From an optimization exercise on the open Yosys and OpenROAD flow, aimed at small area and a short achievable clock period; shortcuts taken in it are not production practice.
The RTL was checked by simulation tests, not by an equivalence proof against the original design.

File: flow/config.mk
export PLATFORM = sky130hd
export DESIGN_NAME = module_conv_kernel_1x2
export DESIGN_NICKNAME = module_conv_kernel_1x2
export VERILOG_FILES = /design/flow/design.v
export SDC_FILE = /design/flow/constraint.sdc
export NUM_CORES = 4
export LEC_CHECK = 0
export CAP_MARGIN = 20
export CORE_MARGIN = 2
export CORE_UTILIZATION = 40
export PLACE_DENSITY = 0.6
export SLEW_MARGIN = 20
File: flow/constraint.sdc
create_clock -name core_clock -period 6.0 [get_ports {clk}]
set_input_delay 1.2000 -clock core_clock [delete_from_list [all_inputs] [get_ports {clk}]]
set_output_delay 1.2000 -clock core_clock [all_outputs]
set_load 0.01 [all_outputs]
File: flow/design.v
(*use_dsp="yes"*) 
module cal_mult_int8_x2_dsp
(
	input clk,
	input signed [7:0]a, 
	input signed [7:0]b, 
	input signed [7:0]c, 
	output signed [15:0]ac, 
	output signed [15:0]bc  
);
	wire signed [26:0]A_PORT; 
	wire signed [26:0]D_PORT; 
	wire signed [17:0]B_PORT; 
	reg signed [26:0]A_PORT_REG;
	reg signed [26:0]D_PORT_REG;
	reg signed [17:0]B_PORT_REG_1;
	reg signed [17:0]B_PORT_REG_2;
	reg signed [26:0]A_Plus_D; 
	reg signed [44:0]MULT_RES;
	reg signed [44:0]DOUT;
	assign A_PORT={a[7],a[7:0],{18{1'b0}}};
	assign D_PORT={{19{b[7]}},b[7:0]};
	assign B_PORT={{10{c[7]}},c[7:0]};
	always@(posedge clk) begin
		A_PORT_REG<=A_PORT;
		D_PORT_REG<=D_PORT;
		B_PORT_REG_1<=B_PORT;
		B_PORT_REG_2<=B_PORT_REG_1;
		A_Plus_D<=A_PORT_REG+D_PORT_REG;
		MULT_RES<=A_Plus_D*B_PORT_REG_2;
		DOUT<=MULT_RES;
	end
	assign ac=DOUT[33:18];
	assign bc=DOUT[15:0];
endmodule
module cal_mult_int8_x2
(
	input clk,
	input signed [7:0]a,
	input signed [7:0]b,
	input signed [7:0]c,
	output signed [15:0]ac,
	output signed [15:0]bc
);
	wire signed [15:0] ac_tmp;
	wire signed [15:0] bc_tmp;
	wire signed [15:0] ac_comp;
	cal_mult_int8_x2_dsp u_cal_mult_int8_x2_dsp
	(
		.clk(clk),
		.a(a),
		.b(b),
		.c(c),
		.ac(ac_tmp),
		.bc(bc_tmp)
	);
	assign ac_comp=(bc_tmp[15]==1'b1)?(ac_tmp+1'b1):ac_tmp;
	assign ac=ac_comp;
	assign bc=bc_tmp;
endmodule
module cal_addtree_int16_x9
(
	input clk,
	input signed [15:0]a1,
	input signed [15:0]a2,
	input signed [15:0]a3,
	input signed [15:0]a4,
	input signed [15:0]a5,
	input signed [15:0]a6,
	input signed [15:0]a7,
	input signed [15:0]a8,
	input signed [15:0]a9,
	output reg signed [17:0] dout
);
	wire signed [17:0]a1_d1;
	wire signed [17:0]a2_d1;
	wire signed [17:0]a3_d1;
	wire signed [17:0]a4_d1;
	wire signed [17:0]a5_d1;
	wire signed [17:0]a6_d1;
	wire signed [17:0]a7_d1;
	wire signed [17:0]a8_d1;
	wire signed [17:0]a9_d1;
	reg signed [17:0]b1_d2;
	reg signed [17:0]b2_d2;
	reg signed [17:0]b3_d2;
	assign a1_d1={a1[15],a1[15],a1[15:0]};
	assign a2_d1={a2[15],a2[15],a2[15:0]};
	assign a3_d1={a3[15],a3[15],a3[15:0]};
	assign a4_d1={a4[15],a4[15],a4[15:0]};
	assign a5_d1={a5[15],a5[15],a5[15:0]};
	assign a6_d1={a6[15],a6[15],a6[15:0]};
	assign a7_d1={a7[15],a7[15],a7[15:0]};
	assign a8_d1={a8[15],a8[15],a8[15:0]};
	assign a9_d1={a9[15],a9[15],a9[15:0]};
	always@(posedge clk) begin
		b1_d2<=a1_d1+a2_d1+a3_d1;
		b2_d2<=a4_d1+a5_d1+a6_d1;
		b3_d2<=a7_d1+a8_d1+a9_d1;
		dout<=b1_d2+b2_d2+b3_d2;
	end
endmodule
module module_conv_kernel_1x2
(
	input clk,
	input [71:0] ifm_win3x3,
	input [71:0] weight_win3x3_ch1,
	input [71:0] weight_win3x3_ch2,
	output [17:0] ofm_stream_ch1,
	output [17:0] ofm_stream_ch2
);
	wire [7:0] win1_1;
	wire [7:0] win1_2;
	wire [7:0] win1_3;
	wire [7:0] win2_1;
	wire [7:0] win2_2;
	wire [7:0] win2_3;
	wire [7:0] win3_1;
	wire [7:0] win3_2;
	wire [7:0] win3_3;
	assign win1_1=ifm_win3x3[7:0];
	assign win1_2=ifm_win3x3[15:8];
	assign win1_3=ifm_win3x3[23:16];
	assign win2_1=ifm_win3x3[31:24];
	assign win2_2=ifm_win3x3[39:32];
	assign win2_3=ifm_win3x3[47:40];
	assign win3_1=ifm_win3x3[55:48];
	assign win3_2=ifm_win3x3[63:56];
	assign win3_3=ifm_win3x3[71:64];
	wire [7:0] weight_ch1_1_1;
	wire [7:0] weight_ch1_1_2;
	wire [7:0] weight_ch1_1_3;
	wire [7:0] weight_ch1_2_1;
	wire [7:0] weight_ch1_2_2;
	wire [7:0] weight_ch1_2_3;
	wire [7:0] weight_ch1_3_1;
	wire [7:0] weight_ch1_3_2;
	wire [7:0] weight_ch1_3_3;
	assign weight_ch1_1_1=weight_win3x3_ch1[7:0];
	assign weight_ch1_1_2=weight_win3x3_ch1[15:8];
	assign weight_ch1_1_3=weight_win3x3_ch1[23:16];
	assign weight_ch1_2_1=weight_win3x3_ch1[31:24];
	assign weight_ch1_2_2=weight_win3x3_ch1[39:32];
	assign weight_ch1_2_3=weight_win3x3_ch1[47:40];
	assign weight_ch1_3_1=weight_win3x3_ch1[55:48];
	assign weight_ch1_3_2=weight_win3x3_ch1[63:56];
	assign weight_ch1_3_3=weight_win3x3_ch1[71:64];
	wire [7:0] weight_ch2_1_1;
	wire [7:0] weight_ch2_1_2;
	wire [7:0] weight_ch2_1_3;
	wire [7:0] weight_ch2_2_1;
	wire [7:0] weight_ch2_2_2;
	wire [7:0] weight_ch2_2_3;
	wire [7:0] weight_ch2_3_1;
	wire [7:0] weight_ch2_3_2;
	wire [7:0] weight_ch2_3_3;
	assign weight_ch2_1_1=weight_win3x3_ch2[7:0];
	assign weight_ch2_1_2=weight_win3x3_ch2[15:8];
	assign weight_ch2_1_3=weight_win3x3_ch2[23:16];
	assign weight_ch2_2_1=weight_win3x3_ch2[31:24];
	assign weight_ch2_2_2=weight_win3x3_ch2[39:32];
	assign weight_ch2_2_3=weight_win3x3_ch2[47:40];
	assign weight_ch2_3_1=weight_win3x3_ch2[55:48];
	assign weight_ch2_3_2=weight_win3x3_ch2[63:56];
	assign weight_ch2_3_3=weight_win3x3_ch2[71:64];
	wire [15:0] ch1_out1_1;
	wire [15:0] ch1_out1_2;
	wire [15:0] ch1_out1_3;
	wire [15:0] ch1_out2_1;
	wire [15:0] ch1_out2_2;
	wire [15:0] ch1_out2_3;
	wire [15:0] ch1_out3_1;
	wire [15:0] ch1_out3_2;
	wire [15:0] ch1_out3_3;
	wire [15:0] ch2_out1_1;
	wire [15:0] ch2_out1_2;
	wire [15:0] ch2_out1_3;
	wire [15:0] ch2_out2_1;
	wire [15:0] ch2_out2_2;
	wire [15:0] ch2_out2_3;
	wire [15:0] ch2_out3_1;
	wire [15:0] ch2_out3_2;
	wire [15:0] ch2_out3_3;
	cal_mult_int8_x2 u_cal_mult_int8_x2_1_1
	(
		.clk(clk),
		.a(weight_ch1_1_1),
		.b(weight_ch2_1_1),
		.c(win1_1),
		.ac(ch1_out1_1),
		.bc(ch2_out1_1)
	);
	cal_mult_int8_x2 u_cal_mult_int8_x2_1_2
	(
		.clk(clk),
		.a(weight_ch1_1_2),
		.b(weight_ch2_1_2),
		.c(win1_2),
		.ac(ch1_out1_2),
		.bc(ch2_out1_2)
	);
	cal_mult_int8_x2 u_cal_mult_int8_x2_1_3
	(
		.clk(clk),
		.a(weight_ch1_1_3),
		.b(weight_ch2_1_3),
		.c(win1_3),
		.ac(ch1_out1_3),
		.bc(ch2_out1_3)
	);
	cal_mult_int8_x2 u_cal_mult_int8_x2_2_1
	(
		.clk(clk),
		.a(weight_ch1_2_1),
		.b(weight_ch2_2_1),
		.c(win2_1),
		.ac(ch1_out2_1),
		.bc(ch2_out2_1)
	);
	cal_mult_int8_x2 u_cal_mult_int8_x2_2_2
	(
		.clk(clk),
		.a(weight_ch1_2_2),
		.b(weight_ch2_2_2),
		.c(win2_2),
		.ac(ch1_out2_2),
		.bc(ch2_out2_2)
	);
	cal_mult_int8_x2 u_cal_mult_int8_x2_2_3
	(
		.clk(clk),
		.a(weight_ch1_2_3),
		.b(weight_ch2_2_3),
		.c(win2_3),
		.ac(ch1_out2_3),
		.bc(ch2_out2_3)
	);
	cal_mult_int8_x2 u_cal_mult_int8_x2_3_1
	(
		.clk(clk),
		.a(weight_ch1_3_1),
		.b(weight_ch2_3_1),
		.c(win3_1),
		.ac(ch1_out3_1),
		.bc(ch2_out3_1)
	);
	cal_mult_int8_x2 u_cal_mult_int8_x2_3_2
	(
		.clk(clk),
		.a(weight_ch1_3_2),
		.b(weight_ch2_3_2),
		.c(win3_2),
		.ac(ch1_out3_2),
		.bc(ch2_out3_2)
	);
	cal_mult_int8_x2 u_cal_mult_int8_x2_3_3
	(
		.clk(clk),
		.a(weight_ch1_3_3),
		.b(weight_ch2_3_3),
		.c(win3_3),
		.ac(ch1_out3_3),
		.bc(ch2_out3_3)
	);
	cal_addtree_int16_x9 u_cal_addtree_int16_x9_1
	(
		.clk(clk),
		.a1(ch1_out1_1),
		.a2(ch1_out1_2),
		.a3(ch1_out1_3),
		.a4(ch1_out2_1),
		.a5(ch1_out2_2),
		.a6(ch1_out2_3),
		.a7(ch1_out3_1),
		.a8(ch1_out3_2),
		.a9(ch1_out3_3),
		.dout(ofm_stream_ch1)
	);
	cal_addtree_int16_x9 u_cal_addtree_int16_x9_2
	(
		.clk(clk),
		.a1(ch2_out1_1),
		.a2(ch2_out1_2),
		.a3(ch2_out1_3),
		.a4(ch2_out2_1),
		.a5(ch2_out2_2),
		.a6(ch2_out2_3),
		.a7(ch2_out3_1),
		.a8(ch2_out3_2),
		.a9(ch2_out3_3),
		.dout(ofm_stream_ch2)
	);
endmodule
File: flow/run.sh
#!/bin/bash
# synth_recipe.tcl (not shown) runs the flow's synth.tcl, then flattens the netlist and writes it again
# the make line also repeats each setting of config.mk as NAME=value (left out here)
make -C /OpenROAD-flow-scripts/flow DESIGN_CONFIG=/design/flow/config.mk WORK_HOME=/design/flow/orfs CLKGATE_MAP_FILE= SYNTH_SCRIPT=/design/flow/synth_recipe.tcl finish
==> run notes <==
Top delay family on crit path=adder cells; Crit path top cell by count=inv_1; slowest stage delay, CP=0.60 ns; Final Setup Violations=0; Post-Synth Simple-Gate Area=12.5%; clock skew=0.0320 ns; worst slew pin tran=0.783 ns; Port Buffers=252; die area=232000 sq um; post-route clock period utilization=93.5%; register bit total from synthesis=1161; total CTS buffers=131; Pins Over Slew Limit=0; num rows=175; setup TNS=0 ns; Post-CTS Setup Bufs=0; Worst Reg-to-Reg Cells=20; outcome=timing/DRC/antenna clean; Worst slew margin=46.4%; Post-Place Worst Slack=0.320 ns; achievable frequency=178 MHz; crit path DAT=6.30 ns; Crit. End Element=flop; register area share after synthesis=25.4%; Crit. path cell count=20; Mapped Cells=9180; XOR/XNOR Fraction of Synth Area=5.54%; most common cell after layout, fill and taps aside=inv_1; Total GRT Usage=18.2%; buffer depth of the longest clock path=3; Worst Hold Class=flop to flop; H-tree Lvls=4; synthesized area per cell=9.95 sq um; RSZ-0062 raised after global routing=no; WL final=206000 um; antenna viol nets, final=0; DR DRC count=0; non-filler cells, final=12600; first-pass GRT wire length=338000 um; Chip Width=482 um; ys async rst share=0%; core area=227000 sq um; Root Driver=clkbuf_16; vias per cell=4.68; Final nets=11800; EDFF count, synth=0; Top Ports=253; Worst Path Required=6.69 ns; critical path class=flop to flop; Cell Area, Synth=91300 sq um; Die Height=482 um; antenna violations before repair=13; Detailed Place HPWL=173000 um; Skew-Pair Late Insertion Delay=0.81 ns; net count after synthesis=11500; CP Launch Type=flop; Top FF cell, synth=dfxtp_1; Final Hold Fails=0; TritonRoute pass-1 iters=8; post-synthesis adder-cell area fraction=40.3%; clk slew on worst S/H paths=0.06 ns; Placed Cells=12400; grt ovf=0; slowest CP cell=fa_1; Synth Area in Compound Gates=7.02%; Buf/Inv on CP=5; layout cell share with drive strength beyond 1=3.47%; starting DRC count in detailed routing=2798; vias in the first global route=63700; via count=59100; Routed WL per cell=16.3 um; Distinct cells, synth=84; max cap viols=0; Max Fanout on Critical Path=17; largest family of logic cells by synthesized area=adder cells; R2R Setup Slk=0.39 ns; gpl congestion=0.878; post-route minimum period=5.61 ns; CP Cell Sequence=nand2_1, inv_1, fa_1, inv_1, fa_1, inv_1, fa_1, inv_1, fa_1, inv_1, ha_1, nand2_1, or2_1, nor2_1, a2bb2oi_1, a221oi_1, o311ai_1, a31o_1, a21oi_1, xnor2_1; setup ws final=0.390 ns; clk sinks=1161; commonest cells after routing, fill and taps aside=2066 x inv_1, 1374 x fa_1, 1159 x dfxtp_1; TritonCTS clock tree=done; Syn. warnings=2; Starting Density=40.2%; area grow syn2layout=12.0%; post-synthesis mux area share=0.193%; pin count of the biggest net entering global routing=19
## logic make-up (layout without fill, tap and decap cells)
family	count (synthesis)	after routing
xor gates and xnor gates	578	578
AOI/OAI and AO/OA	990	990
adders and majority gates	2120	2120
and+or+nand+nor	2131	2131
muxes	17	17
buffers and inverters	2183	2622
DFF	1161	1161
other	0	6
## cell usage after synthesis, drive strengths merged, types with 6 or more instances
| cell type | count | area, sq um |
|---|---|---|
| nor3 | 78 | 390 |
| a21boi | 11 | 82.6 |
| o311ai | 9 | 78.8 |
| a21oi | 294 | 1480 |
| nand2 | 464 | 1740 |
| nor2b | 136 | 851 |
| or2 | 28 | 175 |
| ha | 746 | 9330 |
| a31oi | 27 | 169 |
| a21o | 135 | 1010 |
| fa | 1374 | 27500 |
| a2111oi | 12 | 111 |
| a221oi | 8 | 70.1 |
| o21a | 59 | 444 |
| and4 | 18 | 158 |
| and3 | 66 | 413 |
| or4 | 6 | 45.0 |
| or3 | 17 | 106 |
| inv | 2066 | 7750 |
| dfxtp | 1161 | 23200 |
| nand4 | 53 | 332 |
| o211ai | 28 | 210 |
| o21ai | 202 | 1010 |
| clkbuf | 113 | 424 |
| and2 | 812 | 5080 |
| a211o | 18 | 158 |
| o21bai | 38 | 285 |
| o31ai | 16 | 125 |
| o31a | 7 | 61.3 |
| xnor2 | 382 | 3350 |
| a211oi | 46 | 345 |
| mux2i | 12 | 120 |
| o2111ai | 11 | 96.3 |
| a22oi | 6 | 45.0 |
| xor2 | 196 | 1720 |
| a41oi | 7 | 76.3 |
| nor2 | 247 | 927 |
| nand3 | 110 | 551 |
| a31o | 8 | 78.8 |
| nand2b | 79 | 494 |
## routing by layer
metal  track usage [%]  share of wire [%]  vias up
li1                  -                  -    28800
met1              24.7                 47    29100
met2              30.3                 47      902
met3              2.30                3.4      257
met4              5.59                3.0        4
met5                 0              0.015        -
## cell type report
type	count	area [sq um]
fillers	21500	125000
diodes	6	15.0
inverters	2067	7760
well taps	3009	3760
repair buffers	314	2990
multi-input cells	5836	59900
clock buffers	169	3650
clock inverters	72	920
flip-flops and latches	1161	23200
## timing repair
item                                    in CTS  in global routing
endpoints found under the setup margin       0                  6
gates resized for setup                      0                  6
hold buffers                                 0                  0
## worst reg2reg max path: cells and delay by family (launching register included)
kind                       cells  cell delay [ns]
AOI/OAI and AO/OA              5             1.10
and+or+nand+nor                4             0.70
DFF                            1             0.50
buffers and inverters          5             0.47
xor gates and xnor gates       1             0.12
adders and majority gates      5             2.64
## per-stage QoR
stage | hold WS (ns) | instance area [sq um] | util [%]
after floorplan | 0.310 | 91300 | -
after global placement | 0.311 | 97600 | 43.0
after detailed placement | 0.312 | 97600 | 43.0
after CTS | 0.302 | 102000 | 45.0
after global routing | 0.316 | 102000 | 45.0
final | 0.305 | 102000 | 45.0
## worst min-delay path by stage
stage	start	end	slack [ns]	cells after the start
4_1_cts	flop	flop	0.30	0
6_report	flop	flop	0.31	0
3_5_place_dp	flop	flop	0.31	0
5_1_grt	flop	flop	0.32	0
2_1_floorplan	flop	flop	0.31	0
3_3_place_gp	flop	flop	0.31	0

-- afterwards: timing with drivers on the ports --
How much do the figures lean on ideal ports? The routed layout below was timed once more, with nothing changed but the port constraints. Step 1: set_driving_cell puts a clkbuf_16 on clk and a buf_2 on each other input, an assumption about the parent block. Step 2 moves the port delays by t, midway between the first and last clock arrival at a register: inputs arrive t later, outputs are due t later. That takes back most of the time a late clock gives input paths. Three values: no drivers, after step 1, after step 2; two values: the first two.
shift t [ns]: 0.879
slack for setup (ns): 0.390 / 0.390 / 0.390
hold slack, ns: 0.305 / 0.305 / 0.305
worst setup path at the end: register to register
After both steps setup and hold are still met in this run. For this run, drivers alone change the setup slack by 0.000 ns; drivers and shift together by 0.000 ns.
